This is an optimization exercise on Yosys and OpenROAD, whose aim is small area, not a production implementation.
Only simulation tests tie the RTL to the original design; equivalence was not proved.
Power and IR drop assume default switching activity.

### flow/config.mk
export PLATFORM = sky130hd
export DESIGN_NAME = top_module
export DESIGN_NICKNAME = top_module
export VERILOG_FILES = /design/flow/design.v
export SDC_FILE = /design/flow/constraint.sdc
export NUM_CORES = 4
export LEC_CHECK = 0
export ABC_AREA = 1
export CAP_MARGIN = 20
export CORE_MARGIN = 2
export CORE_UTILIZATION = 40
export SLEW_MARGIN = 20
### flow/constraint.sdc
create_clock -name core_clock -period 10.0 [get_ports {clk}]
set_input_delay 2.0000 -clock core_clock [delete_from_list [all_inputs] [get_ports {clk}]]
set_output_delay 2.0000 -clock core_clock [all_outputs]
set_load 0.01 [all_outputs]
### flow/design.v
module lfsr_cnt #(
    parameter W = 17,               
    parameter T = 11,               
    parameter [W-1:0] TERM = 0,     
    parameter [W-1:0] DMASK = 0     
)(
    input wire i_clk,
    input wire i_clr,               
    output wire o_term              
);
    localparam [W-1:0] M = {((W+1)/2){2'b10}};
    reg [W-1:0] r_s;
    wire [W-1:0] w_q = r_s ^ M;
    wire w_fb = ~(w_q[W-1] ^ w_q[T-1]);
    always @(posedge i_clk)
        r_s <= i_clr ? M : ({w_q[W-2:0], w_fb} ^ M);
    assign o_term = ((w_q ^ TERM) & DMASK) == {W{1'b0}};
endmodule
module debouncer (
    input wire i_clk,
    input wire i_srst,
    input wire i_btn,
    output reg o_stable_btn,
    output wire o_rise
);
    wire w_mism = i_btn ^ o_stable_btn;
    wire w_term;
    wire w_flip = w_mism & w_term;
    lfsr_cnt #(.W(17), .T(11), .TERM(17'h038ff), .DMASK(17'h1ffce)) cnt (
        .i_clk(i_clk), .i_clr(i_srst | ~w_mism | w_term), .o_term(w_term));
    always @(posedge i_clk)
        o_stable_btn <= ~i_srst & (o_stable_btn ^ w_flip);
    assign o_rise = w_flip & i_btn;
endmodule
module one_pulse(
    input wire i_clk,
    input wire i_srst,
    input wire i_rise,
    output reg o_pulse
);
    always @(posedge i_clk)
        o_pulse <= ~i_srst & i_rise;
endmodule
module pin_register(
    input wire i_clk,
    input wire i_srst,
    input wire i_rst,
    input wire i_load_en,
    input wire [3:0] i_sw_val,
    output reg [3:0] o_stored_pin
);
    always @(posedge i_clk) begin
        if (i_srst || i_rst)
            o_stored_pin <= 4'b0000;
        else if (i_load_en)
            o_stored_pin <= i_sw_val;
    end
endmodule
module pin_verifier(
  input wire i_clk,
  input wire i_srst,
  input wire i_rst,
  input wire i_match,          
  input wire i_valid_pulse,
  output wire o_open,
  output wire o_wrong,
  output wire o_lock
);
  reg r_t, r_w, r_y, r_z;
  wire w_clr = i_srst | i_rst;
  wire w_go = i_valid_pulse & ~r_t & ~r_y;    
  always @(posedge i_clk) begin
    r_t <= ~w_clr & w_go;
    r_w <= ~w_clr & (r_t ? (~r_w & ~r_y & ~r_z) : r_w);
    r_y <= ~w_clr & (w_go ? (i_match | r_z) : r_y);
    r_z <= ~w_clr & (w_go ? (~i_match & (r_w | r_z)) : r_z);
  end
  assign o_wrong = r_w;
  assign o_open = ~r_t & r_y & ~r_z;
  assign o_lock = ~r_t & r_y & r_z;
endmodule
module display_driver(
  input wire i_clk,
  input wire i_srst,
  input wire i_rst,
  input wire i_open,
  input wire i_lock,
  output reg [3:0] o_anode,
  output reg [6:0] o_seg
);
  reg [1:0] r_digit;
  wire w_term;
  wire w_clr = i_srst | i_rst;
  lfsr_cnt #(.W(17), .T(11), .TERM(17'h038ff), .DMASK(17'h1ffce)) prescaler (
      .i_clk(i_clk), .i_clr(w_clr | w_term), .o_term(w_term));
  always @(posedge i_clk)
    r_digit <= w_clr ? 2'd0 : r_digit + {1'b0, w_term};
  always @(*) begin
    case (r_digit)
      2'b00: o_anode = 4'b1110;
      2'b01: o_anode = 4'b1101;
      2'b10: o_anode = 4'b1011;
      default: o_anode = 4'b0111;
    endcase
  end
  always @(*) begin
    if (i_open) begin
      case (r_digit)
        2'd0: o_seg = 7'b0101011;  
        2'd1: o_seg = 7'b0000110;  
        2'd2: o_seg = 7'b0001100;  
        default: o_seg = 7'b1000000;  
      endcase
    end else if (i_lock) begin
      case (r_digit)
        2'd0: o_seg = 7'b1111111;  
        2'd1: o_seg = 7'b1001110;  
        2'd2: o_seg = 7'b1000001;  
        default: o_seg = 7'b1000000;  
      endcase
    end else
      o_seg = 7'b0111111;  
  end
endmodule
module uart_tx (
    input wire i_clk,
    input wire i_srst,
    input wire i_rst,
    input wire i_start,
    input wire [4:0] i_code,
    output wire o_tx,
    output wire o_busy
);
    reg [3:0] r_phase;
    wire w_idle = (r_phase == 4'd1);
    wire w_tick;
    lfsr_cnt #(.W(14), .T(1), .TERM(14'h0539), .DMASK(14'h3fbe)) bit_timer (
        .i_clk(i_clk), .i_clr(w_idle | w_tick), .o_term(w_tick));
    always @(posedge i_clk) begin
        if (i_srst || i_rst) r_phase <= 4'd1;
        else if (w_idle) begin
            if (i_start) r_phase <= 4'd6;
        end else if (w_tick) r_phase <= r_phase + 4'd1;
    end
    wire w_b5 = (i_code[4:1] == 4'b1101);
    wire [7:0] w_byte = {1'b0, ~w_b5 & (|i_code), w_b5, i_code};
    assign o_busy = ~w_idle;
    assign o_tx = r_phase[3] ? w_byte[r_phase[2:0]] : (r_phase != 4'd7);
endmodule
module uart_string_sender(
    input wire i_clk,
    input wire i_srst,
    input wire i_rst,
    input wire i_open,
    input wire i_wrong,
    input wire i_lock,
    input wire i_trigger,
    output wire o_tx
);
   reg r_send, r_wait;
   reg [3:0] r_char_idx;
   reg [4:0] r_code;
   reg r_pend_s;
   reg r_uart_start;
   wire w_uart_busy;
   uart_tx tx_inst(
       .i_clk(i_clk), .i_srst(i_srst), .i_rst(i_rst),
       .i_start(r_uart_start), .i_code(r_code),
       .o_tx(o_tx), .o_busy(w_uart_busy));
   wire w_valid = ((i_open | i_lock) & (r_char_idx <= 4'd11)) |
                  (i_wrong & (r_char_idx <= 4'd12));
   reg [7:0] w_char;
   always @(*) begin
       case (r_char_idx)
           4'd0: w_char = "S"; 4'd1: w_char = "T";
           4'd2: w_char = "A"; 4'd3: w_char = "T";
           4'd4: w_char = "U"; 4'd5: w_char = "S";
           4'd6: w_char = ":";
           4'd7: w_char = i_open ? "O" : i_wrong ? "W" : "L";
           4'd8: w_char = i_open ? "P" : i_wrong ? "R" : "O";
           4'd9: w_char = i_open ? "E" : i_wrong ? "O" : "C";
           4'd10: w_char = i_open ? "N" : i_wrong ? "N" : "K";
           4'd11: w_char = i_wrong ? "G" : ";";
           default: w_char = ";";
       endcase
   end
   wire w_load = r_uart_start & ~w_uart_busy;
   localparam [7:0] C_S = "S";
   always @(posedge i_clk) begin
       if (i_srst) begin
           r_send <= 1'b0;
           r_wait <= 1'b0;
           r_uart_start <= 1'b0;
           r_char_idx <= 4'd0;
           r_code <= 5'd0;
           r_pend_s <= 1'b0;
       end else if (i_rst) begin
           r_send <= 1'b0;
           r_wait <= 1'b0;
           r_uart_start <= 1'b0;
           r_char_idx <= 4'd0;
       end else begin
           r_uart_start <= r_send;
           if (r_send) begin
               r_send <= 1'b0;
               r_wait <= w_valid;
               if (w_valid) begin
                   if (w_uart_busy) r_pend_s <= 1'b1;
                   else begin
                       r_code <= w_char[4:0];
                       r_pend_s <= 1'b0;
                   end
               end
           end else if (r_wait) begin
               if (!w_uart_busy && !r_uart_start) begin
                   r_char_idx <= r_char_idx + 1'b1;
                   r_send <= 1'b1;
                   r_wait <= 1'b0;
               end
           end else if (i_trigger) begin
               r_char_idx <= 4'd0;
               r_send <= 1'b1;
           end
           if (w_load) begin
               if (r_pend_s) r_code <= C_S[4:0];
               r_pend_s <= 1'b0;
           end
       end
   end
endmodule
module top_module(
    input wire clk,
    input wire rst,  
    input wire btnR, btnL, btnD,  
    input wire [3:0] sw,
    output wire [3:0] an,
    output wire [6:0] seg,
    output wire uart_tx_out
);
    wire [3:0] w_stored_pin;
    wire w_open, w_wrong, w_lock;
    wire w_deb_L, w_deb_D, w_deb_R;
    wire w_rise_L, w_rise_D, w_rise_R;
    wire w_pulse_L, w_pulse_R, w_pulse_D;
    reg r_uart_trigger;
    debouncer dbL(.i_clk(clk), .i_srst(rst), .i_btn(btnL), .o_stable_btn(w_deb_L), .o_rise(w_rise_L));
    one_pulse opL(.i_clk(clk), .i_srst(rst), .i_rise(w_rise_L), .o_pulse(w_pulse_L));
    debouncer dbD(.i_clk(clk), .i_srst(rst), .i_btn(btnD), .o_stable_btn(w_deb_D), .o_rise(w_rise_D));
    one_pulse opD(.i_clk(clk), .i_srst(rst), .i_rise(w_rise_D), .o_pulse(w_pulse_D));
    debouncer dbR(.i_clk(clk), .i_srst(rst), .i_btn(btnR), .o_stable_btn(w_deb_R), .o_rise(w_rise_R));
    one_pulse opR(.i_clk(clk), .i_srst(rst), .i_rise(w_rise_R), .o_pulse(w_pulse_R));
    pin_register master_pin_reg(
         .i_clk(clk), .i_srst(rst), .i_rst(w_pulse_R),
         .i_load_en(w_pulse_L), .i_sw_val(sw), .o_stored_pin(w_stored_pin));
    pin_verifier core_logic(
         .i_clk(clk), .i_srst(rst), .i_rst(w_pulse_R),
         .i_match(sw == w_stored_pin), .i_valid_pulse(w_pulse_D),
         .o_open(w_open), .o_wrong(w_wrong), .o_lock(w_lock));
    display_driver display_unit(
         .i_clk(clk), .i_srst(rst), .i_rst(w_pulse_R),
         .i_open(w_open), .i_lock(w_lock), .o_anode(an), .o_seg(seg));
    always @(posedge clk) r_uart_trigger <= ~rst & w_pulse_D;
    uart_string_sender uart_logger(
         .i_clk(clk), .i_srst(rst), .i_rst(w_pulse_R),
         .i_open(w_open), .i_wrong(w_wrong), .i_lock(w_lock),
         .i_trigger(r_uart_trigger), .o_tx(uart_tx_out));
endmodule
### flow/run.sh
#!/bin/bash
# synth_recipe.tcl (not shown) runs the flow's synth.tcl, then flattens the netlist and writes it again
# the make line also repeats each setting of config.mk as NAME=value (left out here)
make -C /OpenROAD-flow-scripts/flow DESIGN_CONFIG=/design/flow/config.mk WORK_HOME=/design/flow/orfs CLKGATE_MAP_FILE= SYNTH_SCRIPT=/design/flow/synth_recipe.tcl finish
==> results of run 1 <==
[worst reg2reg max path, delay by kind of cell, from the launching register on]
family                   cells  cell delay (ns)
AND/OR/NAND/NOR              5             0.57
buffers and inverters        2             0.19
AO/OA/AOI/OAI                2             0.23
adder cells (fa/ha/maj)      1             0.28
flip-flops                   1             0.36
[routing by layer]
metal / wire length (um) / track usage [%] / part of all wire (%)
met1: 4580 / 19.3 / 52
met2: 3950 / 24.8 / 44
met3: 243 / 4.26 / 2.7
met5: 0 / 0 / 0
met4: 105 / 7.00 / 1.2
[power by group through the flow]
| stage | sequential [mW] | clock, mW | combinational (mW) |
|---|---|---|---|
| detailed placement | 0.495 | 0 | 0.0846 |
| CTS | 0.486 | 0.650 | 0.0853 |
| global route | 0.487 | 0.672 | 0.0962 |
| finish | 0.486 | 0.635 | 0.0841 |
| global placement | 0.495 | 0 | 0.0838 |
| floorplan | 0.492 | 0 | 0.0650 |
[layout make-up]
type / count / area (sq um)
clock buffer: 20 / 457
clock inverter: 12 / 179
fill: 1062 / 5760
inverter: 62 / 233
multi-input combinational: 364 / 1990
sequential: 116 / 2320
tap: 143 / 179
timing repair buffer: 20 / 200
[synth_stat cells]
cell type,instances,area (sq um)
nor3_1,3,15.0
clkbuf_1,1,3.75
nor4b_2,1,15.0
nor4_4,2,42.5
nor2_1,64,240
buf_2,2,10.0
or2_1,1,6.26
nand3_1,68,340
ha_1,15,188
nor3b_1,1,7.51
nor2_4,6,67.6
nor2_2,15,93.8
o22ai_1,1,6.26
dfxtp_1,116,2320
nor4_2,1,12.5
nand2_4,4,45.0
or2_4,2,17.5
a211oi_1,1,7.51
buf_4,1,7.51
o21ai_0,12,60.1
inv_1,49,184
buf_6,1,11.3
or2_2,2,12.5
xor2_1,4,35.0
nand4_1,9,56.3
nand2_8,2,40.0
a21oi_2,2,17.5
a31oi_1,1,6.26
and3_1,1,6.26
o211ai_1,2,15.0
o21ai_1,4,20.0
nand4_2,1,12.5
nand2_1,99,372
xnor2_1,6,52.6
nor4_1,3,18.8
nand2_2,4,25.0
inv_2,13,48.8
a21oi_1,26,130
nand3_2,1,10.0
[registers in the layout, indices dropped and copies added (netlist names), 2 cells and up]
name,flops
display_unit.r_digit,2
master_pin_reg.o_stored_pin,4
dbR.cnt.r_s,17
uart_logger.tx_inst.bit_timer.r_s,14
display_unit.prescaler.r_s,17
dbL.cnt.r_s,17
uart_logger.tx_inst.r_phase,4
dbD.cnt.r_s,17
uart_logger.r_char_idx,4
uart_logger.r_code,5
[kinds of logic after synthesis]
kind of cell | count (synthesis) | share of synthesized area, %
simple gates | 290 | 31.8
flops | 116 | 50.7
buf+inv | 67 | 5.79
compound gates | 49 | 5.73
fa+ha+maj | 15 | 4.10
xor+xnor | 10 | 1.91
[per-stage QoR]
stage	util, %	worst slack (ns)	cell area (sq um)	std cells	hold slack (ns)
after detailed placement	43.5	6.12	4930	705	0.363
after global placement	43.5	6.21	4930	705	0.356
final	49.1	5.78	5560	737	0.369
after CTS	49.1	5.76	5560	737	0.372
after floorplan	-	6.67	4580	547	0.351
after global routing	49.1	5.66	5560	737	0.380
[worst max-delay path by stage]
stage | cells after the start | from | slack [ns] | endpoint
after detailed placement | 4 | rst | 6.12 | core_logic.r_w$_DFF_P_
after global placement | 6 | rst | 6.21 | core_logic.r_y$_DFF_P_
after floorplan | 8 | display_unit.r_digit[0]$_SDFF_PN0_ | 6.67 | seg[3]
after CTS | 9 | display_unit.r_digit[0]$_SDFF_PN0_ | 5.76 | seg[3]
final | 9 | display_unit.r_digit[0]$_SDFF_PN0_ | 5.78 | seg[3]
after global routing | 9 | display_unit.r_digit[0]$_SDFF_PN0_ | 5.66 | seg[3]
==> results_dict.tcl, run 1 <==
set metrics [dict create \
    status "finished clean" \
    hold_violations 0 \
    cts-resized-gates 0 \
    layout_common_cells "dfxtp_1 (116), nand2_1 (99), nand3_1 (68), nor2_1 (64), inv_1 (49)" \
    cts_setup_buffers 0 \
    yosysWarnings 10 \
    power_mw 1.21 \
    tns_ns 0 \
    rrSetupSlack_ns 8.29 \
    p_comb_share_pct 7.0 \
    grt_pass1_wl_mm 15.4 \
    start_util_pct 40.5 \
    clockBufferDepth 2 \
    p_int_uw 931 \
    diodes 0 \
    clock.fmax_mhz 237 \
    synth.net_count 571 \
    dp_hpwl_mm 6.37 \
    nNetsFinal 605 \
    numCtsBuffers 17 \
    setup_viol 0 \
    die_h_um 111 \
    grt_max_degree 18 \
    clock_latency_ns 0.40 \
    worst_slew_pin_slew_ns 0.674 \
    hold_start "dbR.cnt.r_s[0]$_SDFF_PP0_" \
    hp-class "reg2reg" \
    finalCritPeriodShare_pct 42.2 \
    clock-sinks 116 \
    max_stage_delay_ns 0.49 \
    cp_cell_sequence "inv_1 -> ha_1 -> nor2_1 -> inv_1 -> nor2_1 -> a21oi_1 -> nand2_1 -> o21ai_0 -> clkdlybuf4s50_1" \
    r2r_cells 10 \
    avgViaCountPerCell 4.79 \
    h-tree-depth 4 \
    cap_violations 0 \
    max_slew_margin_pct 55.0 \
    ant_nets 0 \
    drc_errors 0 \
    seq_area_frac_synth_pct 50.7 \
    core-area_sq_um 11300 \
    cp_slowest_cell "clkdlybuf4s50_1" \
    ir_worst_vdd_uv 146 \
    dieArea_sq_um 12300 \
    cts_root_buf "clkbuf_16" \
    rows 39 \
    rsz0062_at_grt "false" \
    cp.arrival_ns 2.22 \
    drive_above_1_share_pct 14.6 \
    critPathKind "reg2out" \
    drv_slew 0 \
    antenna_found_initial 0 \
    dr.pass1.iters 5 \
    worstPathMaxFanout 5 \
    synth.avg_cell_area_sq_um 8.38 \
    clkPwrFrac_pct 52.7 \
    seqPwrFrac_pct 40.3 \
    wire_per_inst_um 12.1 \
    min_to "dbR.cnt.r_s[1]$_SDFF_PP1_" \
    r2r_end "uart_logger.r_code[3]$_SDFFE_PP0N_" \
    path_delay_family "buffers and inverters" \
    p_sw_share_pct 22.7 \
    skew_ns 0.00894 \
    drt_iter0_markers 202 \
    netlist_instances 547 \
    grt.overflow.total 0 \
    dieWidth_um 111 \
    startpoint_type "register" \
    crit_path_end_kind "primary output" \
    io_pins 21 \
    synth-seq-cells 116 \
    grt_pass1_vias 3503 \
    p_per_area_nw_per_um2 217 \
    clk_pin_slew_worst_paths_ns 0.05 \
    cts_hold_buffers 0 \
    p_leak_nw 2.24 \
    grt_use_total_pct 15.4 \
    routed_wl_mm 8.88 \
    holdPathStages 1 \
    regToRegStartpoint "uart_logger.r_char_idx[0]$_SDFFE_PN0P_" \
    cts_tree "done" \
    synth_area_sq_um 4580 \
    port_buffers 20 \
    worstPathRequired_ns 8.00 \
    p_switching_uw 274 \
    critPathBufInv 3 \
    areaGrowthSynthToFinish_pct 21.4 \
    ys_types 39 \
    final_common_cell "dfxtp_1" \
    vias 3531 \
    gp_congestion 0.885 \
    fin_crit_ns 4.22 \
]
==> run 2, diff against run 1 <==
--- a/flow/config.mk
+++ b/flow/config.mk
@@ -9,4 +9,7 @@
 export CAP_MARGIN = 20
 export CORE_MARGIN = 2
 export CORE_UTILIZATION = 40
+export CTS_BUF_LIST = sky130_fd_sc_hd__clkbuf_4
+export CTS_CLUSTER_DIAMETER = 100
+export CTS_CLUSTER_SIZE = 30
 export SLEW_MARGIN = 20
==> results_dict.tcl, run 2 <==
set metrics [dict create \
    p_leak_nw 2.10 \
    power_uw 942 \
    seq_area_frac_synth_pct 50.7 \
    worst_slew_pin_slew_ns 0.678 \
    dr.pass1.iters 4 \
    rows 39 \
    finalNonFillerCells 737 \
    clk_pin_slew_worst_paths_ns 0.11 \
    synth.net_count 571 \
    setup_viol 0 \
    synth.avg_cell_area_sq_um 8.38 \
    layout_setup_ws_ns 5.64 \
    grt_pass1_wl_mm 15.3 \
    drive_above_1_share_pct 14.5 \
    rsz0062_at_grt "false" \
    ant_nets 0 \
    ys_types 39 \
    drv_slew 0 \
    cts_hold_buffers 0 \
    synthTopCellsByCount "dfxtp_1 (116), nand2_1 (99), nand3_1 (68)" \
    endpoint "seg[3]" \
    drt_iter0_markers 200 \
    yosysTopAreaCellShare_pct 50.7 \
    drc_errors 0 \
    synth_area_sq_um 4580 \
    diodes 0 \
    utilization_pct 46.4 \
    wire_per_inst_um 11.9 \
    clock_latency_ns 0.52 \
    critPathBufInv 3 \
    grt.overflow.total 0 \
    max_slew_margin_pct 54.7 \
    skew_ns 0.0165 \
    grt_use_total_pct 15.2 \
    path_delay_family "buffers and inverters" \
    path_depth 9 \
    dieWidth_um 111 \
    grt_pass1_vias 3501 \
    io_pins 21 \
    cp_slowest_cell "clkdlybuf4s50_1" \
    dp_slack_ns 6.12 \
    areaGrowthSynthToFinish_pct 14.6 \
    final_common_cell "dfxtp_1" \
    fillers 1106 \
    numCtsBuffers 17 \
    cts-resized-gates 0 \
    clock-sinks 116 \
    place_inst 705 \
    layout_common_cells "dfxtp_1 (116), nand2_1 (99), nand3_1 (68), nor2_1 (64), inv_1 (49)" \
    critPathKind "reg2out" \
    core-area_sq_um 11300 \
    synth_edf_count 0 \
    yosysWarnings 10 \
    synth-seq-cells 116 \
    startpoint_type "register" \
    p_per_area_nw_per_um2 179 \
    r2r_cells 10 \
    start_util_pct 40.5 \
    regToRegStartpoint "uart_logger.r_char_idx[0]$_SDFFE_PN0P_" \
    die_h_um 111 \
    h-tree-depth 4 \
    cts_root_buf "clkbuf_4" \
    avgViaCountPerCell 4.83 \
    fin_crit_ns 4.36 \
    worstPathMaxFanout 5 \
    clockBufferDepth 2 \
    nNetsFinal 605 \
    clock.fmax_mhz 230 \
    synth_area_leader_cell "dfxtp_1" \
    worstPathRequired_ns 8.00 \
    cts_setup_buffers 0 \
    hold_violations 0 \
    vias 3558 \
    routed_wl_mm 8.77 \
    port_buffers 20 \
    crit_path_end_kind "primary output" \
    yosysMostFrequentCell "dfxtp_1" \
    rrSetupSlack_ns 8.29 \
    hp-class "reg2reg" \
    synthArstFlopShare_pct 0 \
    cts_tree "done" \
    ir_worst_vdd_uv 104 \
    grt_max_degree 18 \
    status "finished clean" \
    synth_flop_cell "dfxtp_1" \
    cap_violations 0 \
    finalCritPeriodShare_pct 43.6 \
    synthTopCellsByArea "dfxtp_1 (51%), nand2_1 (8.1%), nand3_1 (7.4%), nor2_1 (5.2%), ha_1 (4.1%)" \
    r2r_end "uart_logger.r_code[3]$_SDFFE_PP0N_" \
    cp.arrival_ns 2.36 \
    netlist_instances 547 \
    max_stage_delay_ns 0.49 \
    dp_hpwl_mm 6.37 \
    antenna_found_initial 0 \
    hold_start "dbR.cnt.r_s[0]$_SDFF_PP0_" \
    tns_ns 0 \
    cp-startpoint "display_unit.r_digit[0]$_SDFF_PN0_" \
    gp_congestion 0.885 \
    dieArea_sq_um 12300 \
    cp_cell_sequence "inv_1 -> ha_1 -> nor2_1 -> inv_1 -> nor2_1 -> a21oi_1 -> nand2_1 -> o21ai_0 -> clkdlybuf4s50_1" \
]
-- run 2: cell counts after synthesis --
Identical to the previous run, type by type.
-- run 2: area by class of cell --
cell class	count	area, sq um	area share, %
tap	143	179	3.41
inverter	62	233	4.43
multi-input combinational	364	1990	38.0
clock buffer	18	135	2.57
clock inverter	14	186	3.55
sequential	116	2320	44.2
timing repair buffer	20	200	3.81
-- run 2: how the worst min path moves through the flow --
stage	to	slack, ns	cells past startpoint
2_1_floorplan	dbR.cnt.r_s[1]$_SDFF_PP1_	0.35	1
3_3_place_gp	uart_logger.tx_inst.bit_timer.r_s[7]$_SDFF_PP1_	0.36	1
3_5_place_dp	uart_logger.tx_inst.bit_timer.r_s[7]$_SDFF_PP1_	0.36	1
4_1_cts	dbR.cnt.r_s[1]$_SDFF_PP1_	0.38	1
5_1_grt	dbR.cnt.r_s[1]$_SDFF_PP1_	0.38	1
6_report	dbR.cnt.r_s[1]$_SDFF_PP1_	0.37	1
-- run 2: kinds of logic after synthesis --
family                     count (synthesis)  share of synthesized area (%)
AOI/OAI and AO/OA                         49                           5.73
xor gates and xnor gates                  10                           1.91
DFF                                      116                           50.7
adders and majority gates                 15                           4.10
and+or+nand+nor                          290                           31.8
buffers and inverters                     67                           5.79
-- run 2: metrics by stage --
| step | instance area [sq um] | hold WS (ns) |
|---|---|---|
| after global routing | 5250 | 0.380 |
| after CTS | 5250 | 0.379 |
| after floorplan | 4580 | 0.351 |
| after detailed placement | 4930 | 0.363 |
| final | 5250 | 0.373 |
| after global placement | 4930 | 0.356 |
-- run 2: routing by layer --
metal,routed length (um),up-vias,track usage [%]
li1,-,1852,-
met1,4390,1636,19.1
met2,3950,65,24.2
met3,344,5,4.92
met4,79,0,6.50
met5,0,-,0
-- run 2: where the power goes --
group          switching [mW]  internal (mW)  total, mW
sequential             0.0114          0.473      0.485
clock                   0.174          0.199      0.373
combinational          0.0570         0.0272     0.0842
==> run 3, diff against run 2 <==
==> flow/flow/run.sh (new file) <==
#!/bin/bash
# Own layout flow: the standard ORFS flow (standard.sh) with three changes:
#  - half/full adder cells are not used, so synthesis does not extract adders
#    (it otherwise maps plain AND gates of counter bits into half adders);
#  - clock tree synthesis inserts no dummy load cells;
#  - ports are buffered with buf_1 cells.
# Each tool's output goes to ORFS's own logs under orfs/logs; the make output
# goes to standard.log in the work folder.
set -euo pipefail
PLAT_DU=$(sed -n '/^export DONT_USE_CELLS += /,/^$/p' "$FLOW_HOME/platforms/sky130hd/config.mk" \
  | tr -d '\\' | sed 's/export DONT_USE_CELLS += //' | tr -s ' \n' ' ')
export DONT_USE_CELLS="$PLAT_DU sky130_fd_sc_hd__ha_1 sky130_fd_sc_hd__ha_2 sky130_fd_sc_hd__ha_4 sky130_fd_sc_hd__fa_1 sky130_fd_sc_hd__fa_2 sky130_fd_sc_hd__fa_4"
export CTS_ARGS="-sink_clustering_enable -repair_clock_nets -dont_use_dummy_load -buf_list sky130_fd_sc_hd__clkbuf_4"
export BUFFER_PORTS_ARGS="-buffer_cell sky130_fd_sc_hd__buf_1"
bash standard.sh finish > standard.log 2>&1
==> flow/standard.sh (new file) <==
#!/bin/bash
# synth_recipe.tcl (not shown) runs the flow's synth.tcl, then flattens the netlist and writes it again
# the make line also repeats each setting of config.mk as NAME=value (left out here)
make -C /OpenROAD-flow-scripts/flow DESIGN_CONFIG=/design/flow/config.mk WORK_HOME=/design/flow/orfs CLKGATE_MAP_FILE= SYNTH_SCRIPT=/design/flow/synth_recipe.tcl "${@:-finish}"
--- a/flow/config.mk
+++ b/flow/config.mk
@@ -6,10 +6,9 @@
 export NUM_CORES = 4
 export LEC_CHECK = 0
 export ABC_AREA = 1
+export ABC_CLOCK_PERIOD_IN_PS = 10000
 export CAP_MARGIN = 20
 export CORE_MARGIN = 2
 export CORE_UTILIZATION = 40
 export CTS_BUF_LIST = sky130_fd_sc_hd__clkbuf_4
-export CTS_CLUSTER_DIAMETER = 100
-export CTS_CLUSTER_SIZE = 30
 export SLEW_MARGIN = 20
removed: flow/run.sh
==> results_dict.tcl, run 3 <==
set metrics [dict create \
    startpoint_type "register" \
    yosysWarnings 10 \
    rows 39 \
    critPathKind "reg2out" \
    rrSetupSlack_ns 8.27 \
    max_stage_delay_ns 0.43 \
    synth.net_count 571 \
    start_util_pct 40.5 \
    drc_errors 0 \
    fillers 1161 \
    grt_pass1_wl_mm 15.2 \
    routed_wl_mm 8.46 \
    drt_iter0_markers 189 \
    cp-startpoint "display_unit.r_digit[1]$_SDFF_PN0_" \
    ys_types 39 \
    synthTopCellsByArea "dfxtp_1 (51%), nand2_1 (8.1%), nand3_1 (7.4%), nor2_1 (5.2%), ha_1 (4.1%)" \
    clk_pin_slew_worst_paths_ns 0.10 \
    synthTopCellsByCount "dfxtp_1 (116), nand2_1 (99), nand3_1 (68)" \
    synth_area_sq_um 4580 \
    synth-seq-cells 116 \
    cap_violations 0 \
    cts-resized-gates 0 \
    regToRegStartpoint "uart_logger.r_char_idx[0]$_SDFFE_PN0P_" \
    clockBufferDepth 2 \
    numCtsBuffers 17 \
    vias 3527 \
    clock.fmax_mhz 255 \
    diodes 0 \
    setup_viol 0 \
    endpoint "seg[3]" \
    cts_root_buf "clkbuf_4" \
    r2r_cells 10 \
    worstPathRequired_ns 8.00 \
    antenna_found_initial 0 \
    cts_setup_buffers 0 \
    clock-sinks 116 \
    nNetsFinal 605 \
    layout_common_cells "dfxtp_1 (116), nand2_1 (99), nand3_1 (68), nor2_1 (64), inv_1 (49)" \
    areaGrowthSynthToFinish_pct 7.62 \
    finalCritPeriodShare_pct 39.3 \
    finalNonFillerCells 722 \
    dieWidth_um 111 \
    wire_per_inst_um 11.7 \
    die_h_um 111 \
    synth_area_leader_cell "dfxtp_1" \
    drv_slew 0 \
    max_slew_margin_pct 57.3 \
    place_inst 705 \
    p_per_area_nw_per_um2 158 \
    io_pins 21 \
    cp.arrival_ns 1.93 \
    dieArea_sq_um 12300 \
    cp_slowest_cell "dfxtp_1" \
    gr-usage-met1_pct 20.1 \
    synth.avg_cell_area_sq_um 8.38 \
    grt-busiest-layer "met2" \
    gp_congestion 0.911 \
    ant_nets 0 \
    rsz0062_at_grt "false" \
    tns_ns 0 \
    netlist_instances 547 \
    critPathBufInv 3 \
    yosysTopAreaCellShare_pct 50.7 \
    crit_path_end_kind "primary output" \
    grt_use_total_pct 15.1 \
    grt.overflow.total 0 \
    grt_max_degree 18 \
    worstPathMaxFanout 5 \
    fin_crit_ns 3.93 \
    path_delay_family "flip-flops" \
    cp_cell_sequence "inv_1 -> ha_1 -> nor2_1 -> inv_1 -> nor2_1 -> a21oi_1 -> nand2_1 -> o21ai_0 -> buf_1" \
    hold_violations 0 \
    worst_slew_pin_slew_ns 0.640 \
    met3_usage_pct 5.25 \
    r2r_end "uart_logger.r_code[3]$_SDFFE_PP0N_" \
    synth_flop_cell "dfxtp_1" \
    ir_worst_vdd_uv 97.2 \
    cts_hold_buffers 0 \
    cts_tree "done" \
    path_depth 9 \
    hp-class "reg2reg" \
    h-tree-depth 4 \
    status "finished clean" \
    synth_edf_count 0 \
    synthArstFlopShare_pct 0 \
    avgViaCountPerCell 4.89 \
    core-area_sq_um 11300 \
    p_leak_nw 1.95 \
    dp_hpwl_mm 6.31 \
    met2_usage_pct 22.7 \
    yosysMostFrequentCell "dfxtp_1" \
    final_common_cell "dfxtp_1" \
    clock_latency_ns 0.48 \
    drive_above_1_share_pct 12.6 \
    grt_pass1_vias 3400 \
    dr.pass1.iters 5 \
    seq_area_frac_synth_pct 50.7 \
    skew_ns 0.0362 \
    port_buffers 20 \
]
==> run 3: cell counts after synthesis <==
Identical to the previous run, type by type.
==> run 3: report_power, final <==
group          switching [mW]  internal [mW]
clock network           0.134         0.0777
registers              0.0107          0.473
logic                  0.0584         0.0247
total                   0.203          0.576
==> run 3: cells by family after synthesis <==
kind of cell	count (synthesis)	share of synthesized area, %
flip-flops	116	50.7
AO/OA/AOI/OAI	49	5.73
AND/OR/NAND/NOR	290	31.8
buffers and inverters	67	5.79
adder cells (fa/ha/maj)	15	4.10
XOR/XNOR	10	1.91
==> run 3: how the worst min path moves through the flow <==
stage                                                          startpoint                                         endpoint  slack [ns]  cells past startpoint
after floorplan                                 dbR.cnt.r_s[0]$_SDFF_PP0_                        dbR.cnt.r_s[1]$_SDFF_PP1_        0.35                      1
after global placement    uart_logger.tx_inst.bit_timer.r_s[6]$_SDFF_PP0_  uart_logger.tx_inst.bit_timer.r_s[7]$_SDFF_PP1_        0.36                      1
after detailed placement  uart_logger.tx_inst.bit_timer.r_s[6]$_SDFF_PP0_  uart_logger.tx_inst.bit_timer.r_s[7]$_SDFF_PP1_        0.36                      1
after CTS                        display_unit.prescaler.r_s[5]$_SDFF_PP1_         display_unit.prescaler.r_s[6]$_SDFF_PP0_        0.36                      1
after global routing             display_unit.prescaler.r_s[5]$_SDFF_PP1_         display_unit.prescaler.r_s[6]$_SDFF_PP0_        0.37                      1
final                            display_unit.prescaler.r_s[5]$_SDFF_PP1_         display_unit.prescaler.r_s[6]$_SDFF_PP0_        0.36                      1
==> run 3: layout make-up <==
type / instances / area (sq um) / area share, %
well taps: 143 / 179 / 3.63
repair buffers: 20 / 75.1 / 1.52
clock buffers: 17 / 128 / 2.59
multi-input cells: 364 / 1990 / 40.4
inverters: 62 / 233 / 4.72
flip-flops and latches: 116 / 2320 / 47.1
==> run 3: through the flow <==
stage	setup WS [ns]	hold slack, ns	total power [mW]	cell area (sq um)	util [%]
after CTS	6.02	0.363	0.791	4930	43.6
after floorplan	6.67	0.351	0.557	4580	-
after detailed placement	6.50	0.363	0.578	4800	42.4
final	6.07	0.363	0.779	4930	43.6
after global placement	6.59	0.356	0.577	4800	42.4
after global routing	5.84	0.374	0.825	4930	43.6
==> run 3: metal layers <==
metal / part of all wire, % / wire length (um)
met2: 44 / 3710
met5: 0 / 0
met4: 1.8 / 150
met3: 4.7 / 394
met1: 50 / 4200
==> run 4, diff against run 3 <==
--- a/flow/flow/run.sh
+++ b/flow/flow/run.sh
@@ -9,7 +9,7 @@
 set -euo pipefail
 PLAT_DU=$(sed -n '/^export DONT_USE_CELLS += /,/^$/p' "$FLOW_HOME/platforms/sky130hd/config.mk" \
   | tr -d '\\' | sed 's/export DONT_USE_CELLS += //' | tr -s ' \n' ' ')
-export DONT_USE_CELLS="$PLAT_DU sky130_fd_sc_hd__ha_1 sky130_fd_sc_hd__ha_2 sky130_fd_sc_hd__ha_4 sky130_fd_sc_hd__fa_1 sky130_fd_sc_hd__fa_2 sky130_fd_sc_hd__fa_4"
+DU="$PLAT_DU sky130_fd_sc_hd__ha_1 sky130_fd_sc_hd__ha_2 sky130_fd_sc_hd__ha_4 sky130_fd_sc_hd__fa_1 sky130_fd_sc_hd__fa_2 sky130_fd_sc_hd__fa_4"
 export CTS_ARGS="-sink_clustering_enable -repair_clock_nets -dont_use_dummy_load -buf_list sky130_fd_sc_hd__clkbuf_4"
 export BUFFER_PORTS_ARGS="-buffer_cell sky130_fd_sc_hd__buf_1"
-bash standard.sh finish > standard.log 2>&1
+bash standard.sh "DONT_USE_CELLS=$DU" finish > standard.log 2>&1
==> results_dict.tcl, run 4 <==
set metrics [dict create \
    placed_area_sq_um 4540 \
    rows 38 \
    endpoint "uart_tx_out" \
    synthArstFlopShare_pct 0 \
    nNetsFinal 591 \
    p_comb_share_pct 1.9 \
    netlist_instances 549 \
    clock-sinks 116 \
    grt_max_degree 18 \
    p_int_uw 544 \
    cp_slowest_cell "dfxtp_1" \
    drv_slew 0 \
    layout_common_cells "nand2_1 (126), dfxtp_1 (116), nor2_1 (75), inv_1 (59), nand3_1 (33)" \
    p_per_area_nw_per_um2 148 \
    rsz0062_at_grt "false" \
    clock_latency_ns 0.50 \
    cp.arrival_ns 1.75 \
    design_area_sq_um 4670 \
    gp_congestion 0.840 \
    cts_setup_buffers 0 \
    finalCritPeriodShare_pct 37.5 \
    worst_slew_pin_slew_ns 0.703 \
    yosysWarnings 10 \
    vias 3471 \
    port_buffers 20 \
    cts-resized-gates 0 \
    grt_pass1_vias 3280 \
    clock.fmax_mhz 267 \
    areaGrowthSynthToFinish_pct 7.83 \
    synth.net_count 558 \
    seq_area_frac_synth_pct 53.6 \
    status "finished clean" \
    crit_path_end_kind "primary output" \
    drc_errors 0 \
    synth_area_sq_um 4330 \
    h-tree-depth 4 \
    fillers 1089 \
    clk_pin_slew_worst_paths_ns 0.10 \
    fin_crit_ns 3.75 \
    dieArea_sq_um 11700 \
    cap_violations 0 \
    seqPwrFrac_pct 67.1 \
    wire_per_inst_um 11.2 \
    finalNonFillerCells 720 \
    ant_nets 0 \
    cts_tree "done" \
    synth_edf_count 0 \
    drive_above_1_share_pct 8.10 \
    place_inst 703 \
    path_delay_family "compound AO/OA/AOI/OAI gates" \
    routed_wl_mm 8.04 \
    clkPwrFrac_pct 31.1 \
    worstPathMaxFanout 8 \
    antenna_found_initial 0 \
    grt.overflow.total 0 \
    clockBufferDepth 2 \
    p_leak_nw 1.81 \
    synth-seq-cells 116 \
    cp_cell_sequence "o21ai_0 -> a21oi_1 -> o21ai_0 -> a31oi_1 -> buf_1" \
    dp_hpwl_mm 5.98 \
    skew_ns 0.0346 \
    numCtsBuffers 17 \
    power_uw 693 \
    diodes 0 \
    critPathBufInv 1 \
    cts_root_buf "clkbuf_4" \
    startpoint_type "register" \
    ir_worst_vdd_uv 102 \
    path_depth 5 \
    r2r_cells 5 \
    ys_types 33 \
    io_pins 21 \
    core-area_sq_um 10700 \
    p_switching_uw 148 \
    cts_hold_buffers 0 \
    yosysTopAreaCellShare_pct 53.6 \
    dr.pass1.iters 4 \
    synthTopCellsByArea "dfxtp_1 (54%), nand2_1 (11%), nor2_1 (6.5%), inv_1 (5.1%), nand3_1 (3.8%)" \
    hold_violations 0 \
    cpMostUsedCell "o21ai_0" \
    start_util_pct 40.5 \
    max_stage_delay_ns 0.52 \
    max_slew_margin_pct 53.1 \
    synth.avg_cell_area_sq_um 7.89 \
    synth_flop_cell "dfxtp_1" \
    critPathKind "reg2out" \
    tns_ns 0 \
    p_sw_share_pct 21.4 \
    yosysMostFrequentCell "nand2_1" \
    hp-class "reg2reg" \
    regToRegStartpoint "opR.o_pulse$_DFF_P_" \
    r2r_end "core_logic.r_y$_DFF_P_" \
    cp-startpoint "uart_logger.tx_inst.r_phase[2]$_SDFFE_PN0P_" \
    die_h_um 108 \
    avgViaCountPerCell 4.82 \
    grt_pass1_wl_mm 14.2 \
    drt_iter0_markers 142 \
    dieWidth_um 108 \
    worstPathRequired_ns 8.00 \
    grt_use_total_pct 15.3 \
    final_common_cell "nand2_1" \
    synthTopCellsByCount "nand2_1 (126), dfxtp_1 (116), nor2_1 (75)" \
    utilization_pct 43.7 \
    rrSetupSlack_ns 8.21 \
    setup_viol 0 \
    synth_area_leader_cell "dfxtp_1" \
]
==> run 4: layout make-up <==
class                   instances  area (sq um)  share of cell area, %
well taps                     140           175                   3.75
multi-input cells             362          1730                   36.9
clock buffers                  17           128                   2.73
flip-flops and latches        116          2320                   49.7
repair buffers                 20          75.1                   1.61
inverters                      65           246                   5.28
==> run 4: worst register-to-register path: cells and delay by family (launching register included) <==
kind	cells	cell delay, ns
AOI/OAI and AO/OA	1	0.06
and+or+nand+nor	3	0.88
DFF	1	0.36
buffers and inverters	1	0.41
==> run 4: worst min path at each step <==
| stage | from | endpoint | slack (ns) | cells past startpoint |
|---|---|---|---|---|
| finish | uart_logger.tx_inst.bit_timer.r_s[6]$_SDFF_PP0_ | uart_logger.tx_inst.bit_timer.r_s[7]$_SDFF_PP1_ | 0.36 | 1 |
| global route | uart_logger.tx_inst.bit_timer.r_s[6]$_SDFF_PP0_ | uart_logger.tx_inst.bit_timer.r_s[7]$_SDFF_PP1_ | 0.37 | 1 |
| CTS | uart_logger.tx_inst.bit_timer.r_s[6]$_SDFF_PP0_ | uart_logger.tx_inst.bit_timer.r_s[7]$_SDFF_PP1_ | 0.36 | 1 |
| detailed placement | dbL.cnt.r_s[4]$_SDFF_PP0_ | dbL.cnt.r_s[5]$_SDFF_PP1_ | 0.36 | 1 |
| global placement | uart_logger.tx_inst.bit_timer.r_s[6]$_SDFF_PP0_ | uart_logger.tx_inst.bit_timer.r_s[7]$_SDFF_PP1_ | 0.35 | 1 |
| floorplan | dbD.cnt.r_s[0]$_SDFF_PP0_ | dbD.cnt.r_s[1]$_SDFF_PP1_ | 0.35 | 1 |
==> run 4: logic make-up (layout without fill, tap and decap cells) <==
| logic type | count (synthesis) | count (layout) | synth area share [%] |
|---|---|---|---|
| AND/OR/NAND/NOR | 294 | 294 | 30.9 |
| flip-flops | 116 | 116 | 53.6 |
| buffers and inverters | 71 | 102 | 6.58 |
| AO/OA/AOI/OAI | 62 | 62 | 7.74 |
| XOR/XNOR | 6 | 6 | 1.21 |
==> run 4: metal layers <==
metal  wire length [um]  vias to the layer above  part of all wire, %  track usage [%]
li1                   -                     1819                    -                -
met1               3880                     1591                   48             18.6
met2               3680                       51                   46             24.7
met3                388                       10                  4.8             6.21
met4                 97                        0                  1.2             4.95
met5                  0                        -                    0                0
==> run 4: power by group through the flow <==
stage	Combinational (mW)	Clock, mW	Sequential (mW)
5_1_grt	0.0146	0.245	0.465
6_report	0.0130	0.215	0.465
2_1_floorplan	0.00870	0	0.475
3_5_place_dp	0.0132	0	0.475
3_3_place_gp	0.0130	0	0.475
4_1_cts	0.0133	0.222	0.465
==> run 4: stage by stage <==
| stage | worst slack (ns) | hold WS [ns] |
|---|---|---|
| floorplan | 7.01 | 0.351 |
| global placement | 6.31 | 0.353 |
| detailed placement | 6.22 | 0.360 |
| CTS | 6.21 | 0.359 |
| global route | 6.03 | 0.368 |
| finish | 6.25 | 0.362 |
==> run 5, diff against run 4 <==
==> flow/flow/run.sh (replaced) <==
#!/bin/bash
# Own layout flow: the standard ORFS flow (standard.sh) with these changes:
#  - half/full adder cells are not used, so synthesis does not extract adders
#    (it otherwise maps plain AND gates of counter bits into half adders);
#  - after the standard synthesis, the combinational logic between the
#    registers is mapped again with a stronger ABC script (resyn.tcl); the
#    register cells are left untouched, and the new netlist is proved
#    equivalent to the standard one (cec.sh) before it is used;
#  - clock tree synthesis inserts no dummy load cells;
#  - ports are buffered with buf_1 cells.
# Logs: standard.log (make output), resyn.log (Yosys/ABC), cec.log (proof);
# ORFS's own logs stay under orfs/logs.
set -euo pipefail
W=$PWD
F=$W/flow
export LIBERTY=$FLOW_HOME/platforms/sky130hd/lib/sky130_fd_sc_hd__tt_025C_1v80.lib
export YOSYS=$FLOW_HOME/../tools/install/yosys/bin/yosys
R=$W/orfs/results/sky130hd/top_module/base
PLAT_DU=$(sed -n '/^export DONT_USE_CELLS += /,/^$/p' "$FLOW_HOME/platforms/sky130hd/config.mk" \
  | tr -d '\\' | sed 's/export DONT_USE_CELLS += //' | tr -s ' \n' ' ')
DU="$PLAT_DU sky130_fd_sc_hd__ha_1 sky130_fd_sc_hd__ha_2 sky130_fd_sc_hd__ha_4 sky130_fd_sc_hd__fa_1 sky130_fd_sc_hd__fa_2 sky130_fd_sc_hd__fa_4"
export CTS_ARGS="-sink_clustering_enable -repair_clock_nets -dont_use_dummy_load -buf_list sky130_fd_sc_hd__clkbuf_4"
export BUFFER_PORTS_ARGS="-buffer_cell sky130_fd_sc_hd__buf_1"

bash standard.sh "DONT_USE_CELLS=$DU" synth > standard.log 2>&1

cp "$R/1_2_yosys.v" "$W/std_netlist.v"
ABC_DONT_USE=""
for c in $DU; do ABC_DONT_USE="$ABC_DONT_USE -dont_use $c"; done
if NETLIST_IN="$W/std_netlist.v" NETLIST_OUT="$W/resyn_netlist.v" TOP=$FLOW_TOP \
   ABC_SCRIPT="$F/deep.abc" ABC_DONT_USE="$ABC_DONT_USE" STAT_OUT="$W/resyn_stat.txt" \
   "$YOSYS" -c "$F/resyn.tcl" > resyn.log 2>&1 \
   && bash "$F/cec.sh" "$W/std_netlist.v" "$W/resyn_netlist.v" "$W/cec.log"; then
  echo "resynthesised netlist proved equivalent; using it" >> standard.log
  cp "$W/resyn_netlist.v" "$R/1_2_yosys.v"
  rm -f "$R/1_synth.odb" "$R/1_synth.sdc"
else
  echo "resynthesis not used" >> standard.log
fi

bash standard.sh "DONT_USE_CELLS=$DU" finish >> standard.log 2>&1
==> flow/flow/cec.sh (new file) <==
#!/bin/bash
# cec.sh A.v B.v LOG: proves the two netlists compute the same next state and
# outputs, with every register cut into an input (Q) and an output (D).
set -u
L=$LIBERTY
T=$(mktemp -d "$PWD/cec.XXXX")
python3 "$(dirname "$0")/cutff.py" "$1" $T/a.v && python3 "$(dirname "$0")/cutff.py" "$2" $T/b.v || exit 1
$YOSYS -p "read_liberty -ignore_miss_func $L; read_verilog $T/a.v; rename top_module gold; read_verilog $T/b.v; rename top_module gate; flatten gold gate; delete t:\\\$scopeinfo; opt_clean; miter -equiv -flatten -make_outputs gold gate miter; hierarchy -top miter; sat -verify -prove trigger 0 miter" > "$3" 2>&1
==> flow/flow/cutff.py (new file) <==
# cutff.py IN OUT: replace dfxtp instances with top-level ports (Q -> input, D -> output)
import re,sys
s=open(sys.argv[1]).read()
ins=[];outs=[];assigns=[]
def rep(m):
    name=m.group(2); body=m.group(3)
    pins=dict(re.findall(r'\.(\w+)\(([^()]*)\)',body))
    k=re.sub(r'\W','_',name)
    ins.append(('ffq_'+k, pins['Q'].strip())); outs.append(('ffd_'+k, pins['D'].strip()))
    return ''
s=re.sub(r'(sky130_fd_sc_hd__df\w+)\s+(\\\S+|\w+)\s*\((.*?)\);',rep,s,flags=re.S)
m=re.search(r'module top_module\((.*?)\);',s,re.S)
ports=m.group(1)+''.join(', '+a for a,_ in ins+outs)
s=s[:m.start()]+'module top_module('+ports+');'+s[m.end():]
decl=''.join(f'  input {a};\n  assign {b} = {a};\n' for a,b in ins)+''.join(f'  output {a};\n  assign {a} = {b} ;\n' for a,b in outs)
i=s.index(';',s.index('module top_module'))+1
s=s[:i]+'\n'+decl+s[i:]
open(sys.argv[2],'w').write(s)
==> flow/flow/deep.abc (new file) <==
strash
&get -n
&deepsyn -T 60
&put
dch
map -a
==> flow/flow/resyn.tcl (new file) <==
# Re-map the combinational logic of the standard synthesis netlist with a
# stronger ABC script. Register cells are blackboxes here, so the registers
# (names, count and cell types) stay exactly the standard synthesis's.
yosys -import
set lib $::env(LIBERTY)
read_liberty -ignore_miss_func $lib
foreach c {dfxtp_1 dfxtp_2 dfxtp_4 conb_1} {
  catch { yosys blackbox sky130_fd_sc_hd__$c }
}
read_verilog -defer $::env(NETLIST_IN)
hierarchy -top $::env(TOP)
flatten
delete t:\$scopeinfo
opt_clean
abc -liberty $lib {*}$::env(ABC_DONT_USE) -script $::env(ABC_SCRIPT)
opt_clean -purge
splitnets
opt_clean -purge
hilomap -singleton -hicell sky130_fd_sc_hd__conb_1 HI -locell sky130_fd_sc_hd__conb_1 LO
insbuf -buf sky130_fd_sc_hd__buf_4 A X
tee -o $::env(STAT_OUT) stat -liberty $lib
write_verilog -noattr -nohex -nodec $::env(NETLIST_OUT)
==> results_dict.tcl, run 5 <==
set metrics [dict create \
    met3_usage_pct 6.09 \
    crit_path_end_kind "register" \
    gp_congestion 0.827 \
    dieWidth_um 102 \
    layout_common_cells "dfxtp_1 (116), nor2_1 (85), nand2_1 (83), clkinv_1 (56), a21oi_1 (22)" \
    wire_per_inst_um 11.1 \
    seqPwrFrac_pct 66.3 \
    grt_pass1_wl_mm 12.3 \
    p_sw_share_pct 21.9 \
    drv_slew 0 \
    clock_latency_ns 0.49 \
    cp.arrival_ns 4.65 \
    grt_use_total_pct 15.2 \
    synth_area_sq_um 3840 \
    critPathBufInv 4 \
    rows 35 \
    h-tree-depth 4 \
    met2_usage_pct 23.4 \
    synth.avg_cell_area_sq_um 8.48 \
    max_slew_margin_pct 47.9 \
    yosysWarnings 10 \
    clock.fmax_mhz 233 \
    worst_slew_pin_slew_ns 0.775 \
    clkPwrFrac_pct 29.4 \
    p_comb_share_pct 4.3 \
    cts_hold_buffers 0 \
    drive_above_1_share_pct 4.89 \
    grt_max_degree 17 \
    cts-resized-gates 0 \
    cts_tree "done" \
    p_switching_uw 155 \
    core-area_sq_um 9280 \
    numCtsBuffers 17 \
    p_int_uw 553 \
    grt_pass1_vias 2772 \
    worstPathRequired_ns 10.36 \
    gr-usage-met1_pct 19.6 \
    routed_wl_mm 6.86 \
    seq_area_sq_um 2320 \
    hp-class "reg2reg" \
    port_buffers 20 \
    netlist_instances 453 \
    clockBufferDepth 2 \
    ir_worst_vdd_uv 103 \
    critPathKind "in2reg" \
    max_stage_delay_ns 0.65 \
    p_per_area_nw_per_um2 168 \
    dieArea_sq_um 10400 \
    rsz0062_at_grt "false" \
    skew_ns 0.0426 \
    multi_input_area_sq_um 1310 \
    areaGrowthSynthToFinish_pct 9.67 \
    startpoint_type "primary input" \
    cts_root_buf "clkbuf_4" \
    drc_errors 0 \
    ant_nets 0 \
    p_leak_nw 1.48 \
    dp_slack_ns 5.22 \
    start_util_pct 41.4 \
    grt-busiest-layer "met2" \
    finalCritPeriodShare_pct 42.9 \
    nNetsFinal 502 \
    cap_violations 0 \
    diodes 0 \
    path_delay_family "simple AND/OR/NAND/NOR gates" \
    grt.overflow.total 0 \
    clock-sinks 116 \
    tns_ns 0 \
    fin_crit_ns 4.29 \
    cts_setup_buffers 0 \
    clk_pin_slew_worst_paths_ns 0.10 \
    drt_iter0_markers 109 \
    worstPathMaxFanout 12 \
    whs_ns 0.363 \
    fillers 953 \
    die_h_um 102 \
    setup_viol 0 \
    hold_violations 0 \
    layout_setup_ws_ns 5.71 \
    cp_slowest_cell "nor2_1" \
    dp_hpwl_mm 5.17 \
    vias 2924 \
    synth.net_count 462 \
    avgViaCountPerCell 4.72 \
    cp_cell_sequence "buf_1 -> nor2_1 -> clkinv_1 -> nor2_1 -> nand3_1 -> nor3_1 -> clkinv_1 -> nor2_1 -> clkinv_1 -> o221a_2" \
    final_common_cell "dfxtp_1" \
    status "finished clean" \
    antenna_found_initial 0 \
    dr.pass1.iters 4 \
    io_pins 21 \
]
[run 5: cell types whose count changed in the layout (fill, tap and decap cells not counted), moves of 4 or more]
cell,before,now
o21ai_1,4,0
inv_2,5,0
a21oi_1,28,22
nand4_1,12,5
a211oi_1,1,5
clkinv_1,0,56
nand2_2,8,0
inv_1,59,0
nand2_4,4,0
nand3_1,33,10
nor2_1,75,85
nand2_1,126,83
[run 5: worst paths after layout]
check                                       end  slack [ns]  depth (start not counted)                 startpoint
max          uart_logger.r_code[4]$_SDFFE_PP0N_        5.71                         10                        rst
min                   dbL.cnt.r_s[5]$_SDFF_PP1_        0.36                          1  dbL.cnt.r_s[4]$_SDFF_PP0_
max reg2reg  uart_logger.r_code[4]$_SDFFE_PP0N_        7.22                          9        opR.o_pulse$_DFF_P_
min reg2reg           dbL.cnt.r_s[5]$_SDFF_PP1_        0.36                          1  dbL.cnt.r_s[4]$_SDFF_PP0_
[run 5: power groups by stage]
| stage | combinational [mW] | clock, mW | sequential [mW] |
|---|---|---|---|
| 4_1_cts | 0.0312 | 0.221 | 0.470 |
| 5_1_grt | 0.0354 | 0.239 | 0.470 |
| 3_5_place_dp | 0.0311 | 0 | 0.481 |
| 2_1_floorplan | 0.0205 | 0 | 0.479 |
| 6_report | 0.0306 | 0.208 | 0.470 |
| 3_3_place_gp | 0.0308 | 0 | 0.480 |
[run 5: layout make-up]
| type | count | area share (%) |
|---|---|---|
| sequential | 116 | 55.1 |
| multi-input combinational | 281 | 31.1 |
| inverter | 56 | 4.99 |
| tap | 129 | 3.83 |
| clock buffer | 17 | 3.03 |
| timing repair buffer | 21 | 1.96 |
[run 5: routing by layer]
metal  up-vias  part of all wire [%]
li1       1550                     -
met1      1331                    50
met2        36                    46
met3         7                   3.4
met4         0                  0.96
met5         -                     0
[run 5: worst register-to-register path, cell delays in order, from the launching register on]
cell and delay, ns:
dfxtp_1 0.31, nor2_1 0.58, clkinv_1 0.46, nor2_1 0.24, nand3_1 0.16, nor3_1 0.40, clkinv_1 0.12, nor2_1 0.11
clkinv_1 0.08, o221a_2 0.22
[run 5: through the flow]
step                cells  area (sq um)  total power [mW]  utilization [%]
floorplan             453          3840             0.500                -
global placement      603          4090             0.511             44.0
detailed placement    603          4090             0.512             44.0
CTS                   620          4220             0.722             45.4
global route          620          4220             0.745             45.4
finish                620          4220             0.708             45.4
==> run 6, diff against run 5 <==
--- a/flow/design.v
+++ b/flow/design.v
@@ -31,6 +31,27 @@
     always @(posedge i_clk)
         o_stable_btn <= ~i_srst & (o_stable_btn ^ w_flip);
     assign o_rise = w_flip & i_btn;
+endmodule
+module debouncer_pulse2 (
+    input wire i_clk,
+    input wire i_srst,
+    input wire i_btn,
+    output wire o_pulse,
+    output wire o_pulse_d
+);
+    reg r_a, r_b;
+    wire w_level = r_a | r_b;
+    wire w_mism = i_btn ^ w_level;
+    wire w_term;
+    wire w_flip = w_mism & w_term;
+    lfsr_cnt #(.W(17), .T(11), .TERM(17'h038ff), .DMASK(17'h1ffce)) cnt (
+        .i_clk(i_clk), .i_clr(i_srst | ~w_mism | w_term), .o_term(w_term));
+    always @(posedge i_clk) begin
+        r_a <= ~i_srst & w_level & ~(r_a & r_b & w_flip);
+        r_b <= ~i_srst & (r_a ? ~(r_b & w_flip) : (~r_b & w_flip));
+    end
+    assign o_pulse = ~r_a & r_b;
+    assign o_pulse_d = r_a & ~r_b;
 endmodule
 module one_pulse(
     input wire i_clk,
@@ -239,14 +260,13 @@
 );
     wire [3:0] w_stored_pin;
     wire w_open, w_wrong, w_lock;
-    wire w_deb_L, w_deb_D, w_deb_R;
-    wire w_rise_L, w_rise_D, w_rise_R;
+    wire w_deb_L, w_deb_R;
+    wire w_rise_L, w_rise_R;
     wire w_pulse_L, w_pulse_R, w_pulse_D;
-    reg r_uart_trigger;
     debouncer dbL(.i_clk(clk), .i_srst(rst), .i_btn(btnL), .o_stable_btn(w_deb_L), .o_rise(w_rise_L));
     one_pulse opL(.i_clk(clk), .i_srst(rst), .i_rise(w_rise_L), .o_pulse(w_pulse_L));
-    debouncer dbD(.i_clk(clk), .i_srst(rst), .i_btn(btnD), .o_stable_btn(w_deb_D), .o_rise(w_rise_D));
-    one_pulse opD(.i_clk(clk), .i_srst(rst), .i_rise(w_rise_D), .o_pulse(w_pulse_D));
+    wire w_trigger;
+    debouncer_pulse2 dbD(.i_clk(clk), .i_srst(rst), .i_btn(btnD), .o_pulse(w_pulse_D), .o_pulse_d(w_trigger));
     debouncer dbR(.i_clk(clk), .i_srst(rst), .i_btn(btnR), .o_stable_btn(w_deb_R), .o_rise(w_rise_R));
     one_pulse opR(.i_clk(clk), .i_srst(rst), .i_rise(w_rise_R), .o_pulse(w_pulse_R));
     pin_register master_pin_reg(
@@ -259,9 +279,8 @@
     display_driver display_unit(
          .i_clk(clk), .i_srst(rst), .i_rst(w_pulse_R),
          .i_open(w_open), .i_lock(w_lock), .o_anode(an), .o_seg(seg));
-    always @(posedge clk) r_uart_trigger <= ~rst & w_pulse_D;
     uart_string_sender uart_logger(
          .i_clk(clk), .i_srst(rst), .i_rst(w_pulse_R),
          .i_open(w_open), .i_wrong(w_wrong), .i_lock(w_lock),
-         .i_trigger(r_uart_trigger), .o_tx(uart_tx_out));
-endmodule
+         .i_trigger(w_trigger), .o_tx(uart_tx_out));
+endmodule
--- a/flow/config.mk
+++ b/flow/config.mk
@@ -9,6 +9,6 @@
 export ABC_CLOCK_PERIOD_IN_PS = 10000
 export CAP_MARGIN = 20
 export CORE_MARGIN = 2
-export CORE_UTILIZATION = 40
-export CTS_BUF_LIST = sky130_fd_sc_hd__clkbuf_4
+export CORE_UTILIZATION = 70
+export PLACE_DENSITY = 0.85
 export SLEW_MARGIN = 20
==> results_dict.tcl, run 6 <==
set metrics [dict create \
    status "finished clean" \
    cts_root_buf "clkbuf_4" \
    dp_hpwl_mm 5.34 \
    design_area_sq_um 4130 \
    numCtsBuffers 17 \
    worst_slew_pin_slew_ns 0.757 \
    clk_pin_slew_worst_paths_ns 0.08 \
    cts_tree "done" \
    dr.pass1.iters 5 \
    netlist_instances 458 \
    multi_input_area_sq_um 1340 \
    clock_latency_ns 0.49 \
    fillers 362 \
    hp-class "reg2reg" \
    grt_use_total_pct 27.1 \
    clock-sinks 115 \
    worstPathRequired_ns 10.40 \
    routed_wl_mm 7.42 \
    max_slew_margin_pct 49.3 \
    layout_common_cells "dfxtp_1 (115), nor2_1 (95), nand2_1 (70), clkinv_1 (53), a21oi_1 (28)" \
    crit_path_end_kind "register" \
    h-tree-depth 4 \
    drv_slew 0 \
    cts_setup_buffers 0 \
    hold_violations 0 \
    grt_max_degree 17 \
    ir_worst_vdd_uv 139 \
    clock.fmax_mhz 249 \
    diodes 0 \
    utilization_pct 79.4 \
    rows 26 \
    drt_iter0_markers 213 \
    yosysWarnings 10 \
    ant_nets 0 \
    grt.overflow.total 0 \
    placed_area_sq_um 4000 \
    vias 3164 \
    drive_above_1_share_pct 4.24 \
    cts_hold_buffers 0 \
    core-area_sq_um 5200 \
    worstPathMaxFanout 13 \
    synth.avg_cell_area_sq_um 8.39 \
    die_h_um 78.1 \
    start_util_pct 73.8 \
    cts-resized-gates 0 \
    cap_violations 0 \
    seq_area_sq_um 2300 \
    cp.arrival_ns 4.41 \
    skew_ns 0.0263 \
    io_pins 21 \
    dieWidth_um 78.1 \
    antenna_found_initial 0 \
    synth_area_sq_um 3840 \
    setup_viol 0 \
    clkPwrFrac_pct 27.5 \
    dieArea_sq_um 6100 \
    critPathKind "in2reg" \
    p_int_uw 569 \
    grt_pass1_vias 3067 \
    areaGrowthSynthToFinish_pct 7.56 \
    p_per_area_nw_per_um2 186 \
    seqPwrFrac_pct 63.1 \
    startpoint_type "primary input" \
    p_sw_share_pct 25.8 \
    power_uw 767 \
    drc_errors 0 \
    p_leak_nw 1.45 \
    wire_per_inst_um 13.1 \
    p_switching_uw 198 \
    nNetsFinal 506 \
    tns_ns 0 \
    p_comb_share_pct 9.3 \
    finalCritPeriodShare_pct 40.2 \
    port_buffers 20 \
    fin_crit_ns 4.02 \
    synth.net_count 467 \
    rsz0062_at_grt "false" \
    grt_pass1_wl_mm 12.9 \
    gp_congestion 0.867 \
    final_common_cell "dfxtp_1" \
    avgViaCountPerCell 5.60 \
    clockBufferDepth 2 \
]
[run 6: changes by cell type in the layout (fill, tap and decap cells not counted), sizes merged, moves of 3 or more]
| cell | previous run | this run |
|---|---|---|
| nor3 | 16 | 13 |
| clkinv | 56 | 53 |
| nand4 | 5 | 11 |
| nor2 | 85 | 95 |
| nand3 | 10 | 17 |
| a21oi | 22 | 28 |
| nand2 | 83 | 70 |
[run 6: layer usage]
| metal | track usage, % | share of wire, % |
|---|---|---|
| met2 | 44.9 | 49 |
| met5 | 0 | 0 |
| met4 | 11.9 | 1.8 |
| met1 | 32.6 | 43 |
| met3 | 8.39 | 5.9 |
[run 6: final timing paths]
path | startpoint | to | slack (ns) | cells after the start
worst min-delay path | dbD.cnt.r_s[0]$_SDFF_PP0_ | dbD.cnt.r_s[1]$_SDFF_PP1_ | 0.36 | 1
worst max-delay path | rst | uart_logger.r_code[3]$_SDFFE_PP0N_ | 5.98 | 10
worst min register to register | dbD.cnt.r_s[0]$_SDFF_PP0_ | dbD.cnt.r_s[1]$_SDFF_PP1_ | 0.36 | 1
worst max register to register | opR.o_pulse$_DFF_P_ | uart_logger.r_code[3]$_SDFFE_PP0N_ | 7.32 | 9
[run 6: cell type report]
cell class / instances / area share [%]
inverter: 53 / 4.82
timing repair buffer: 20 / 1.82
multi-input combinational: 290 / 32.4
clock buffer: 17 / 3.09
tap: 70 / 2.12
sequential: 115 / 55.7
[run 6: per-stage QoR]
step                std cells  setup WS (ns)  hold slack (ns)
CTS                       565           6.00            0.355
detailed placement        548           5.52            0.355
finish                    565           5.98            0.363
global route              565           5.53            0.359
global placement          548           5.72            0.353
floorplan                 458           6.23            0.352
[run 6: power by group through the flow]
| stage | Clock, mW | Combinational (mW) | Sequential [mW] |
|---|---|---|---|
| 2_1_floorplan | 0 | 0.0525 | 0.491 |
| 3_3_place_gp | 0 | 0.0683 | 0.494 |
| 3_5_place_dp | 0 | 0.0706 | 0.495 |
| 4_1_cts | 0.217 | 0.0711 | 0.484 |
| 5_1_grt | 0.236 | 0.0820 | 0.487 |
| 6_report | 0.211 | 0.0715 | 0.485 |
[run 6: worst max-delay path, stage by stage]
cell      delay, ns
buf_1          0.11
nor2_1         0.59
clkinv_1       0.48
nor2_1         0.27
nand2_1        0.09
nor2_1         0.19
clkinv_1       0.13
a21oi_1        0.19
clkinv_1       0.15
o31ai_1        0.19
==> run 7, diff against run 6 <==
--- a/flow/config.mk
+++ b/flow/config.mk
@@ -9,6 +9,6 @@
 export ABC_CLOCK_PERIOD_IN_PS = 10000
 export CAP_MARGIN = 20
 export CORE_MARGIN = 2
-export CORE_UTILIZATION = 70
-export PLACE_DENSITY = 0.85
+export CORE_UTILIZATION = 40
+export CTS_BUF_LIST = sky130_fd_sc_hd__clkbuf_4
 export SLEW_MARGIN = 20
==> results_dict.tcl, run 7 <==
set metrics [dict create \
    layout_common_cells "dfxtp_1 (115), nor2_1 (93), nand2_1 (75), clkinv_1 (47), a21oi_1 (24)" \
    clock-sinks 115 \
    worstPathMaxFanout 6 \
    worst_slew_pin_slew_ns 0.581 \
    worstPathRequired_ns 8.00 \
    placed_area_sq_um 4050 \
    areaGrowthSynthToFinish_pct 9.75 \
    critPathBufInv 3 \
    start_util_pct 41.2 \
    h-tree-depth 4 \
    crit_path_end_kind "primary output" \
    finalNonFillerCells 614 \
    diodes 0 \
    dr.pass1.iters 4 \
    cts_tree "done" \
    rows 35 \
    cp.arrival_ns 1.97 \
    grt_pass1_wl_mm 12.4 \
    drv_slew 0 \
    numCtsBuffers 17 \
    utilization_pct 45.3 \
    synth_area_sq_um 3810 \
    nNetsFinal 496 \
    drive_above_1_share_pct 4.95 \
    drt_iter0_markers 70 \
    wire_per_inst_um 11.5 \
    grt_pass1_vias 2802 \
    p_leak_nw 1.45 \
    grt_max_degree 17 \
    max_stage_delay_ns 0.37 \
    tns_ns 0 \
    avgViaCountPerCell 4.71 \
    critPathKind "reg2out" \
    place_inst 597 \
    ir_worst_vdd_uv 129 \
    drc_errors 0 \
    vias 2895 \
    synth.avg_cell_area_sq_um 8.52 \
    io_pins 21 \
    finalCritPeriodShare_pct 39.7 \
    hold_violations 0 \
    p_per_area_nw_per_um2 184 \
    clock_latency_ns 0.48 \
    dp_hpwl_mm 5.12 \
    ant_nets 0 \
    status "finished clean" \
    clk_pin_slew_worst_paths_ns 0.10 \
    hp-class "reg2reg" \
    cts_setup_buffers 0 \
    max_slew_margin_pct 61.1 \
    fin_crit_ns 3.97 \
    port_buffers 20 \
    startpoint_type "register" \
    cts_root_buf "clkbuf_4" \
    die_h_um 102 \
    whs_ns 0.350 \
    clock.fmax_mhz 252 \
    cp_cell_sequence "clkinv_1 -> nor2_1 -> clkinv_1 -> nor2_1 -> a31oi_1 -> buf_1" \
    antenna_found_initial 0 \
    yosysWarnings 10 \
    path_delay_family "simple AND/OR/NAND/NOR gates" \
    grt_use_total_pct 15.5 \
    dieArea_sq_um 10300 \
    rsz0062_at_grt "false" \
    clockBufferDepth 2 \
    setup_viol 0 \
    dieWidth_um 102 \
    gp_congestion 0.787 \
    design_area_sq_um 4180 \
    cap_violations 0 \
    cp_slowest_cell "nor2_1" \
    core-area_sq_um 9240 \
    grt.overflow.total 0 \
    cts-resized-gates 0 \
    skew_ns 0.0340 \
    cts_hold_buffers 0 \
    netlist_instances 447 \
    synth.net_count 456 \
    final_common_cell "dfxtp_1" \
    routed_wl_mm 7.07 \
]
-- run 7: cell types whose count changed in the layout (fill, tap and decap cells not counted), moves of 2 or more --
| cell | previous run | this run |
|---|---|---|
| a21oi_1 | 28 | 24 |
| a22oi_1 | 1 | 3 |
| clkinv_1 | 53 | 47 |
| nand2_1 | 70 | 75 |
| nand3_1 | 17 | 15 |
| nand3b_1 | 1 | 3 |
| nand4_1 | 11 | 7 |
| nor2_1 | 95 | 93 |
| nor3_1 | 13 | 10 |
| o21ai_0 | 20 | 17 |
| o221ai_1 | 0 | 2 |
| o31ai_1 | 2 | 0 |
-- run 7: final timing paths --
kind	startpoint	to	slack (ns)	depth (start not counted)
worst min-delay path	dbD.cnt.r_s[12]$_SDFF_PP0_	dbD.cnt.r_s[13]$_SDFF_PP1_	0.35	1
worst max-delay path	core_logic.r_y$_DFF_P_	seg[2]	6.03	6
worst min register to register	dbD.cnt.r_s[12]$_SDFF_PP0_	dbD.cnt.r_s[13]$_SDFF_PP1_	0.35	1
worst max register to register	uart_logger.tx_inst.r_phase[1]$_SDFFE_PN0P_	uart_logger.tx_inst.r_phase[3]$_SDFFE_PN0P_	7.65	9
-- run 7: cell type report --
cell class	instances	area (sq um)
inverter	47	176
multi-input combinational	285	1330
timing repair buffer	21	82.6
sequential	115	2300
tap	129	161
fill	929	5060
clock buffer	17	128
-- run 7: worst register-to-register path, cell delays in order, from the launching register on --
cell and delay, ns:
dfxtp_1 0.37, nor2_1 0.20, nand3_1 0.25, nand2_1 0.27, clkinv_1 0.28, nor3_1 0.43
nand2_1 0.09, nor2_1 0.17, o21ai_0 0.10, a21oi_1 0.11
-- run 7: per-stage QoR --
step	total power, mW	setup WS [ns]
after floorplan	0.545	6.09
after global placement	0.565	6.06
after detailed placement	0.567	5.91
after CTS	0.778	5.97
after global routing	0.812	5.80
final	0.770	6.03
-- run 7: layer usage --
metal	up-vias	share of wire, %	track usage [%]
met3	13	3.7	4.83
met2	45	41	23.2
met5	-	0	0
met4	0	1.5	7.48
met1	1287	53	20.2
li1	1550	-	-
-- run 7: power by group --
part           switching [mW]  internal [mW]  leakage [nW]  total (mW)
logic                  0.0539         0.0220         0.441      0.0758
registers             0.00986          0.471         0.931       0.481
clock network           0.136         0.0776        0.0782       0.213

Re-timed with assumed drivers on the ports (clkbuf_16 on the clock, buf_2 on other inputs), run 7 has 6.003 ns of setup slack against 6.032 ns with ideal ports, and 5.902 ns once port delays also move by the mid clock arrival of 0.495 ns.
